Background: an optimization exercise with open tools, aiming at small area. Do not read the settings as production practice.
Function was not checked in any run shown here: the RTL went through the layout flow alone.

==> flow/design.v (outline; a module is shown in full before it is edited, if it fits) <==
// module cordic_sin_cos: 743 lines
module cordic_sin_cos (
    input clk, input rst_n,
    input signed [31:0] angle, input pre_vaild,
    output signed [31:0] sin, output signed [31:0] cos, output post_vaild);
  // ...
==> flow/flow/run.sh <==
#!/bin/bash
set -euo pipefail
export BUFFER_PORTS_ARGS="-buffer_cell sky130_fd_sc_hd__buf_1"
export CTS_ARGS="-sink_clustering_enable -repair_clock_nets -dont_use_dummy_load -buf_list sky130_fd_sc_hd__clkbuf_8 -sink_clustering_size 20 -sink_clustering_max_diameter 50"
bash standard.sh > standard.log 2>&1
==> flow/standard.sh <==
#!/bin/bash
# synth_recipe.tcl (not shown) runs the flow's synth.tcl, then flattens the netlist and writes it again
# the make line also repeats each setting of config.mk as NAME=value (left out here)
make -C /OpenROAD-flow-scripts/flow DESIGN_CONFIG=/design/flow/config.mk WORK_HOME=/design/flow/orfs CLKGATE_MAP_FILE= SYNTH_SCRIPT=/design/flow/synth_recipe.tcl "${@:-finish}"
==> flow/config.mk <==
export PLATFORM = sky130hd
export DESIGN_NAME = cordic_sin_cos
export DESIGN_NICKNAME = cordic_sin_cos
export VERILOG_FILES = /design/flow/design.v
export SDC_FILE = /design/flow/constraint.sdc
export NUM_CORES = 4
export LEC_CHECK = 0
export CAP_MARGIN = 20
export CORE_MARGIN = 2
export CORE_UTILIZATION = 40
export SLEW_MARGIN = 20
==> flow/constraint.sdc <==
create_clock -name core_clock -period 6.0 [get_ports {clk}]
set_input_delay 1.2000 -clock core_clock [delete_from_list [all_inputs] [get_ports {clk}]]
set_output_delay 1.2000 -clock core_clock [all_outputs]
set_load 0.01 [all_outputs]
==> metrics.md, run 1 <==
| Metric | Value |
|---|---|
| CTS max path bufs | `3` |
| Congestion Overflow GR | `0` |
| Final setup margin | `0.421 ns` |
| Placed wire-length estimate | `49900 µm` |
| Initial core utilization | `40.4%` |
| Synth Area in Simple Gates | `18.0%` |
| Post-Syn Nets | `3394` |
| Maximum fanout along the worst path | `11` |
| Placed cell count | `3989` |
| # hold bufs at CTS | `0` |
| Mux cell area share after synthesis | `1.77%` |
| Final Max Slew Viols | `0` |
| Inverter count | `187` |
| Area of placed instances | `0.0262 mm²` |
| Nets | `3440` |
| Critical Path Source | `y15_q7[15]` |
| Util after Layout | `43.4%` |
| Initial antenna violation count | `1` |
| Final instance area | `0.0267 mm²` |
| Hold worst-path end | `d13_q5` |
| RSZ-0062 raised after global routing | `true` |
| Syn_area_per_cell | `7.92 µm²` |
| Yosys reg bits | `253` |
| Final worst-path cycle share | `93.0%` |
| R2R Setup Slk | `0.42 ns` |
| Commonest non-fill, non-tap cells in the layout | `411 x xnor2_1, 240 x dfxtp_1, 224 x nor2_1` |
| Synth Cell Area | `0.0249 mm²` |
| Non-clk bufs | `180` |
| Ys flop type | `dfxtp_1` |
| Sequential Area | `0.00511 mm²` |
| Count of cell types in the netlist | `93` |
| Most common cell after layout, fill and taps aside | `xnor2_1` |
| GRT Overall Usage | `19.3%` |
| Layout Cells excl Fill | `4021` |
| Buffer share of cell area | `3.76%` |
| Max-cap violations | `0` |
| Top Metal Used | `met4` |
| Status | `finished clean` |
| Final ANT Viol Nets | `0` |
| Critical path buffers and inverters | `4` |
==> inputs of run 2 (changes only) <==
--- a/flow/design.v
+++ b/flow/design.v
@@ -392,28 +392,19 @@
 wire yh12_lc17 = yh12_t ? (y11_q5[16] | yh12_lc16) : (y11_q5[16] & yh12_lc16);
 assign yh12[17] = y11_q5[17] ^ yh12_t ^ yh12_lc17;
 assign yh12_c[18] = yh12_t ? ((y11_q5[15] | y11_q5[16] | y11_q5[17]) | yh12_c[15]) : ((y11_q5[15] & y11_q5[16] & y11_q5[17]) & yh12_c[15]);
 wire f11 = d11_q5 ^ d12_q5;
 wire [17:0] y12 = yh12 ^ {18{f11}};
 wire [18:0] x13_c;
 wire [17:0] x13;
 assign x13_c[0] = d12_q5;
-assign x13[0] = x12[0] ^ ~y12[12] ^ x13_c[0];
-assign x13_c[1] = (x12[0] & ~y12[12]) | (x12[0] & x13_c[0]) | (~y12[12] & x13_c[0]);
-assign x13[1] = x12[1] ^ ~y12[13] ^ x13_c[1];
-assign x13_c[2] = (x12[1] & ~y12[13]) | (x12[1] & x13_c[1]) | (~y12[13] & x13_c[1]);
-assign x13[2] = x12[2] ^ ~y12[14] ^ x13_c[2];
-assign x13_c[3] = (x12[2] & ~y12[14]) | (x12[2] & x13_c[2]) | (~y12[14] & x13_c[2]);
-assign x13[3] = x12[3] ^ ~y12[15] ^ x13_c[3];
-assign x13_c[4] = (x12[3] & ~y12[15]) | (x12[3] & x13_c[3]) | (~y12[15] & x13_c[3]);
-assign x13[4] = x12[4] ^ ~y12[16] ^ x13_c[4];
-assign x13_c[5] = (x12[4] & ~y12[16]) | (x12[4] & x13_c[4]) | (~y12[16] & x13_c[4]);
-assign x13[5] = x12[5] ^ ~y12[17] ^ x13_c[5];
-assign x13_c[6] = (x12[5] & ~y12[17]) | (x12[5] & x13_c[5]) | (~y12[17] & x13_c[5]);
+wire [6:0] x13_l = {1'b0, x12[5], x12[4], x12[3], x12[2], x12[1], x12[0]} + {1'b0, ~y12[17], ~y12[16], ~y12[15], ~y12[14], ~y12[13], ~y12[12]} + d12_q5;
+assign x13[5:0] = x13_l[5:0];
+assign x13_c[6] = x13_l[6];
 wire x13_t = ~y12[17];
 assign x13[6] = x12[6] ^ x13_t ^ x13_c[6];
 wire x13_lc7 = x13_t ? (x12[6] | x13_c[6]) : (x12[6] & x13_c[6]);
 assign x13[7] = x12[7] ^ x13_t ^ x13_lc7;
 wire x13_lc8 = x13_t ? (x12[7] | x13_lc7) : (x12[7] & x13_lc7);
 assign x13[8] = x12[8] ^ x13_t ^ x13_lc8;
 wire x13_lc9 = x13_t ? (x12[8] | x13_lc8) : (x12[8] & x13_lc8);
 assign x13[9] = x12[9] ^ x13_t ^ x13_lc9;
@@ -432,28 +423,19 @@
 wire x13_lc16 = x13_t ? (x12[15] | x13_lc15) : (x12[15] & x13_lc15);
 assign x13[16] = x12[16] ^ x13_t ^ x13_lc16;
 wire x13_lc17 = x13_t ? (x12[16] | x13_lc16) : (x12[16] & x13_lc16);
 assign x13[17] = x12[17] ^ x13_t ^ x13_lc17;
 assign x13_c[18] = x13_t ? ((x12[14] | x12[15] | x12[16] | x12[17]) | x13_c[14]) : ((x12[14] & x12[15] & x12[16] & x12[17]) & x13_c[14]);
 wire [18:0] yh13_c;
 wire [17:0] yh13;
 assign yh13_c[0] = 1'b0;
-assign yh13[0] = y12[0] ^ x12[12] ^ yh13_c[0];
-assign yh13_c[1] = (y12[0] & x12[12]) | (y12[0] & yh13_c[0]) | (x12[12] & yh13_c[0]);
-assign yh13[1] = y12[1] ^ x12[13] ^ yh13_c[1];
-assign yh13_c[2] = (y12[1] & x12[13]) | (y12[1] & yh13_c[1]) | (x12[13] & yh13_c[1]);
-assign yh13[2] = y12[2] ^ x12[14] ^ yh13_c[2];
-assign yh13_c[3] = (y12[2] & x12[14]) | (y12[2] & yh13_c[2]) | (x12[14] & yh13_c[2]);
-assign yh13[3] = y12[3] ^ x12[15] ^ yh13_c[3];
-assign yh13_c[4] = (y12[3] & x12[15]) | (y12[3] & yh13_c[3]) | (x12[15] & yh13_c[3]);
-assign yh13[4] = y12[4] ^ x12[16] ^ yh13_c[4];
-assign yh13_c[5] = (y12[4] & x12[16]) | (y12[4] & yh13_c[4]) | (x12[16] & yh13_c[4]);
-assign yh13[5] = y12[5] ^ x12[17] ^ yh13_c[5];
-assign yh13_c[6] = (y12[5] & x12[17]) | (y12[5] & yh13_c[5]) | (x12[17] & yh13_c[5]);
+wire [6:0] yh13_l = {1'b0, y12[5], y12[4], y12[3], y12[2], y12[1], y12[0]} + {1'b0, x12[17], x12[16], x12[15], x12[14], x12[13], x12[12]} + 1'b0;
+assign yh13[5:0] = yh13_l[5:0];
+assign yh13_c[6] = yh13_l[6];
 wire yh13_t = x12[17];
 assign yh13[6] = y12[6] ^ yh13_t ^ yh13_c[6];
 wire yh13_lc7 = yh13_t ? (y12[6] | yh13_c[6]) : (y12[6] & yh13_c[6]);
 assign yh13[7] = y12[7] ^ yh13_t ^ yh13_lc7;
 wire yh13_lc8 = yh13_t ? (y12[7] | yh13_lc7) : (y12[7] & yh13_lc7);
 assign yh13[8] = y12[8] ^ yh13_t ^ yh13_lc8;
 wire yh13_lc9 = yh13_t ? (y12[8] | yh13_lc8) : (y12[8] & yh13_lc8);
 assign yh13[9] = y12[9] ^ yh13_t ^ yh13_lc9;
==> flow/flow/run.sh (replaced) <==
#!/bin/bash
set -euo pipefail
export BUFFER_PORTS_ARGS="-buffer_cell sky130_fd_sc_hd__buf_1"
export CTS_ARGS="-sink_clustering_enable -repair_clock_nets -dont_use_dummy_load -buf_list sky130_fd_sc_hd__clkbuf_8 -sink_clustering_size 20 -sink_clustering_max_diameter 65"
bash standard.sh > standard.log 2>&1
==> metrics.md, run 2 <==
| Metric | Value |
|---|---|
| Count leader, synth | `xnor2_1 (unchanged)` |
| Hold slack | `0.287 ns (was 0.298 ns)` |
| Placed wire-length estimate | `51200 µm (was 49900 µm)` |
| Post-DR vias/cell | `5.47 (was 5.46)` |
| Synth Cell Area | `0.0253 mm² (was 0.0249 mm²)` |
| Number of flops mapped to enable cells by yosys | `0 (unchanged)` |
| Layout fillers | `6462 (was 6305)` |
| Clock Latency Late Sink | `0.61 ns (was 0.64 ns)` |
| Final ANT Viol Nets | `0 (unchanged)` |
| Arr. time, crit path | `6.06 ns (was 4.38 ns)` |
| Count of cell types in the netlist | `103 (was 93)` |
| Clock sinks | `253 (unchanged)` |
| Mux cell area share after synthesis | `1.69% (was 1.77%)` |
| # hold bufs at CTS | `0 (unchanged)` |
| DRT iter0 DRCs | `1802 (was 1722)` |
| Post-Syn Nets | `3449 (was 3394)` |
| Die Area | `0.0652 mm² (was 0.0642 mm²)` |
| Final Wtd Congestion | `0.984 (was 1.00)` |
| Clock transition at path regs | `0.11 ns (was 0.09 ns)` |
| GRT Overall Usage | `19.7% (was 19.3%)` |
| HP Class | `flip-flop to flip-flop (unchanged)` |
| Cell mode on critical path | `a21o_1 (was ha_1)` |
| Final hold viol count | `0 (unchanged)` |
| Critical path required time | `6.45 ns (was 4.80 ns)` |
| Fin crit period | `5.61 ns (was 5.58 ns)` |
| Worst-margin pin slew | `1.13 ns (was 0.880 ns)` |
| Reg-to-reg startpoint | `d9_q4 (was x9_q4[9])` |
| Adder-cell share of the synthesized area | `12.1% (was 12.5%)` |
| Gate Count Post-Synth | `3193 (was 3139)` |
| Final worst-path cycle share | `93.5% (was 93.0%)` |
| Initial core utilization | `40.3% (was 40.4%)` |
| Element type at the critical path end | `flip-flop (was output pin)` |
| Largest net degree at the start of global routing | `79 (was 85)` |
| Drt first pass iters | `8 (was 6)` |
| Crit Path Class | `flip-flop to flip-flop (was flip-flop to output pin)` |
| Hold Crit Start | `s_q1 (was d13_q4)` |
| Layout Cells excl Fill | `4090 (was 4021)` |
| Nets | `3500 (was 3440)` |
| Critical path's slowest cell | `fa_1 (was dfxtp_2)` |
| Top post-synthesis cells by area | `dfxtp_1 20%, xnor2_1 15%, ha_1 9.0%, xor2_1 4.9%, a21oi_1 4.4% (was dfxtp_1 20%, xnor2_1 15%, ha_1 8.7%, xor2_1 5.1%, a21oi_1 4.1%)` |
| Yosys reg bits | `253 (unchanged)` |
| Ys flop type | `dfxtp_1 (unchanged)` |
| Number of remaining DRC errors | `0 (unchanged)` |
| CTS tree | `built (unchanged)` |
| Placed cell count | `4062 (was 3989)` |
| Timing-limited maximum frequency | `178 MHz (was 179 MHz)` |
| Most common cell after layout, fill and taps aside | `xnor2_1 (unchanged)` |
| Total via count in the routed design | `22400 (was 22000)` |
| Final Max Slew Viols | `0 (unchanged)` |
| Skew final | `0.0591 ns (was 0.0597 ns)` |
| Commonest non-fill, non-tap cells in the layout | `432 x xnor2_1, 242 x nor2_1, 241 x dfxtp_1 (was 411 x xnor2_1, 240 x dfxtp_1, 224 x nor2_1)` |
| Syn_area_per_cell | `7.91 µm² (was 7.92 µm²)` |
| Die Span X | `255 µm (was 253 µm)` |
| Layout cells sized above 1 | `6.42% (was 5.87%)` |
| Die Height | `255 µm (was 253 µm)` |
| Worst slack, placed | `0.0808 ns (was 0.141 ns)` |
| Top cells by count, synth | `436 x xnor2_1, 246 x dfxtp_1, 243 x nor2_1 (was 414 x xnor2_1, 246 x dfxtp_1, 224 x nor2_1)` |
| CTS buffer count | `24 (was 31)` |
| Synth Area in Simple Gates | `17.2% (was 18.0%)` |
| I/O Pins | `100 (unchanged)` |
| Root buf cell | `clkbuf_8 (unchanged)` |
| Initial antenna violation count | `1 (unchanged)` |
| Largest family of logic cells by synthesized area | `compound AO/OA/AOI/OAI gates (unchanged)` |
| Core area | `0.0627 mm² (was 0.0616 mm²)` |
| Max incr delay on CP | `0.45 ns (was 0.44 ns)` |
| Util after Layout | `43.2% (was 43.4%)` |
| Congestion Overflow GR | `0 (unchanged)` |
| Maximum fanout along the worst path | `6 (was 11)` |
| Max-cap violations | `0 (unchanged)` |
| Final setup margin | `0.388 ns (was 0.421 ns)` |
| Yosys synthesis warning count | `1 (unchanged)` |
| IO buf count | `92 (unchanged)` |
| Vias in the first global route | `20900 (was 20500)` |
| Post-Route WL | `65100 µm (was 63200 µm)` |
| Wire per inst | `15.9 µm (was 15.7 µm)` |
| H-tree depth | `1 (unchanged)` |
| Register area share after synthesis | `20.2% (was 20.5%)` |
| Cell Rows | `92 (was 91)` |
| Synth Area in Compound Gates | `22.7% (was 21.2%)` |
| Post-synth top area cell | `dfxtp_1 (unchanged)` |
| CTS max path bufs | `3 (unchanged)` |
| Startpoint types | `flip-flop (unchanged)` |
| Status | `finished clean (unchanged)` |
| Layout area overhead | `7.30% (was 7.53%)` |
| Rel. slew slack | `22.4% (was 41.1%)` |
| Critical Path Source | `d9_q4 (was y15_q7[15])` |
| First-pass GRT wire length | `106000 µm (was 104000 µm)` |
| Post-synth ARST share | `2.77% (unchanged)` |
| Setup violators final | `0 (unchanged)` |
| Synth top area share | `19.5% (was 19.8%)` |
| Synth Area in XOR/XNOR | `20.5% (was 20.2%)` |
==> run 2: final cells by class <==
type                            instances  area, µm²  area share [%]
Multi-Input combinational cell       2603      18900            69.7
Sequential cell                       253       5110            18.9
Timing Repair Buffer                  188       1070            3.93
Tap cell                              846       1060            3.91
Inverter                              174        653            2.41
Clock buffer                           24        330            1.22
Antenna cell                            2       5.00          0.0185
==> run 2: layer usage <==
metal	vias to the layer above	track usage, %	wire length (µm)
met5	-	0	0
met4	0	6.93	2400
met3	136	2.23	2890
met2	584	33.4	30300
met1	10300	25.7	29500
li1	11400	-	-
==> run 2: kinds of logic (layout without fill, tap and decap cells) <==
| logic type | after synthesis | count (layout) |
|---|---|---|
| adder cells (fa/ha/maj) | 221 | 221 |
| AO/OA/AOI/OAI | 865 | 865 |
| AND/OR/NAND/NOR | 893 | 893 |
| other | 0 | 2 |
| buffers and inverters | 337 | 386 |
| multiplexers | 41 | 41 |
| XOR/XNOR | 583 | 583 |
| flip-flops | 253 | 253 |
==> run 2: critical path, delay by kind of cell, from the launching register on <==
| kind | cells | cell delay [ns] |
|---|---|---|
| compound gates | 11 | 2.13 |
| xor+xnor | 1 | 0.17 |
| fa+ha+maj | 4 | 1.29 |
| buf+inv | 5 | 0.54 |
| flops | 1 | 0.32 |
| simple gates | 6 | 1.03 |
==> run 2: repair_timing <==
item | 4_1_cts | 5_1_grt
buffers inserted | 0 | 2
setup endpoints to repair | 0 | 51
resized for setup | 0 | 21
==> run 2: final timing paths <==
kind	to	slack, ns	depth (start not counted)
setup reg to reg	y11_q5[16]	0.39	27
hold / removal	s_q2	0.29	0
max in group asynchronous	vr[5]	5.26	1
min in group asynchronous	vr[4]	0.49	1
hold reg to reg	s_q2	0.29	0
setup / recovery	y11_q5[16]	0.39	27
==> run 2: per-stage QoR <==
stage               setup TNS, ns  instance area (µm²)
finish                          0                27100
global route             -0.00180                27100
detailed placement              0                26700
floorplan                       0                25300
global placement                0                26700
CTS                             0                27000

[re-timing with driven ports]
How much do the figures lean on ideal ports? The routed layouts below were timed once more, with nothing changed but the port constraints. Step 1: set_driving_cell puts a clkbuf_16 on clk and a buf_2 on each other input, an assumption about the parent block. Step 2, shift: input delay + t, output delay - t, t = (earliest + latest rising clock arrival at the registers) / 2. This alone moves slack from input paths to output paths. a / b / c = ideal ports / drivers / drivers and shift; a / b = the first two.
| run | shift t [ns] | setup slack, ns | hold slack, ns | worst data-port slew with drivers (ns) | cell pins on the clock port's net |
|---|---|---|---|---|---|
| run 1 | 0.670 | 0.421 / 0.361 / 0.423 | 0.298 / 0.298 / 0.298 | 0.04 | 1 |
| run 2 | 0.643 | 0.388 / 0.388 / 0.388 | 0.287 / 0.287 / 0.287 | 0.03 | 1 |
After both steps every run listed still meets setup and hold.
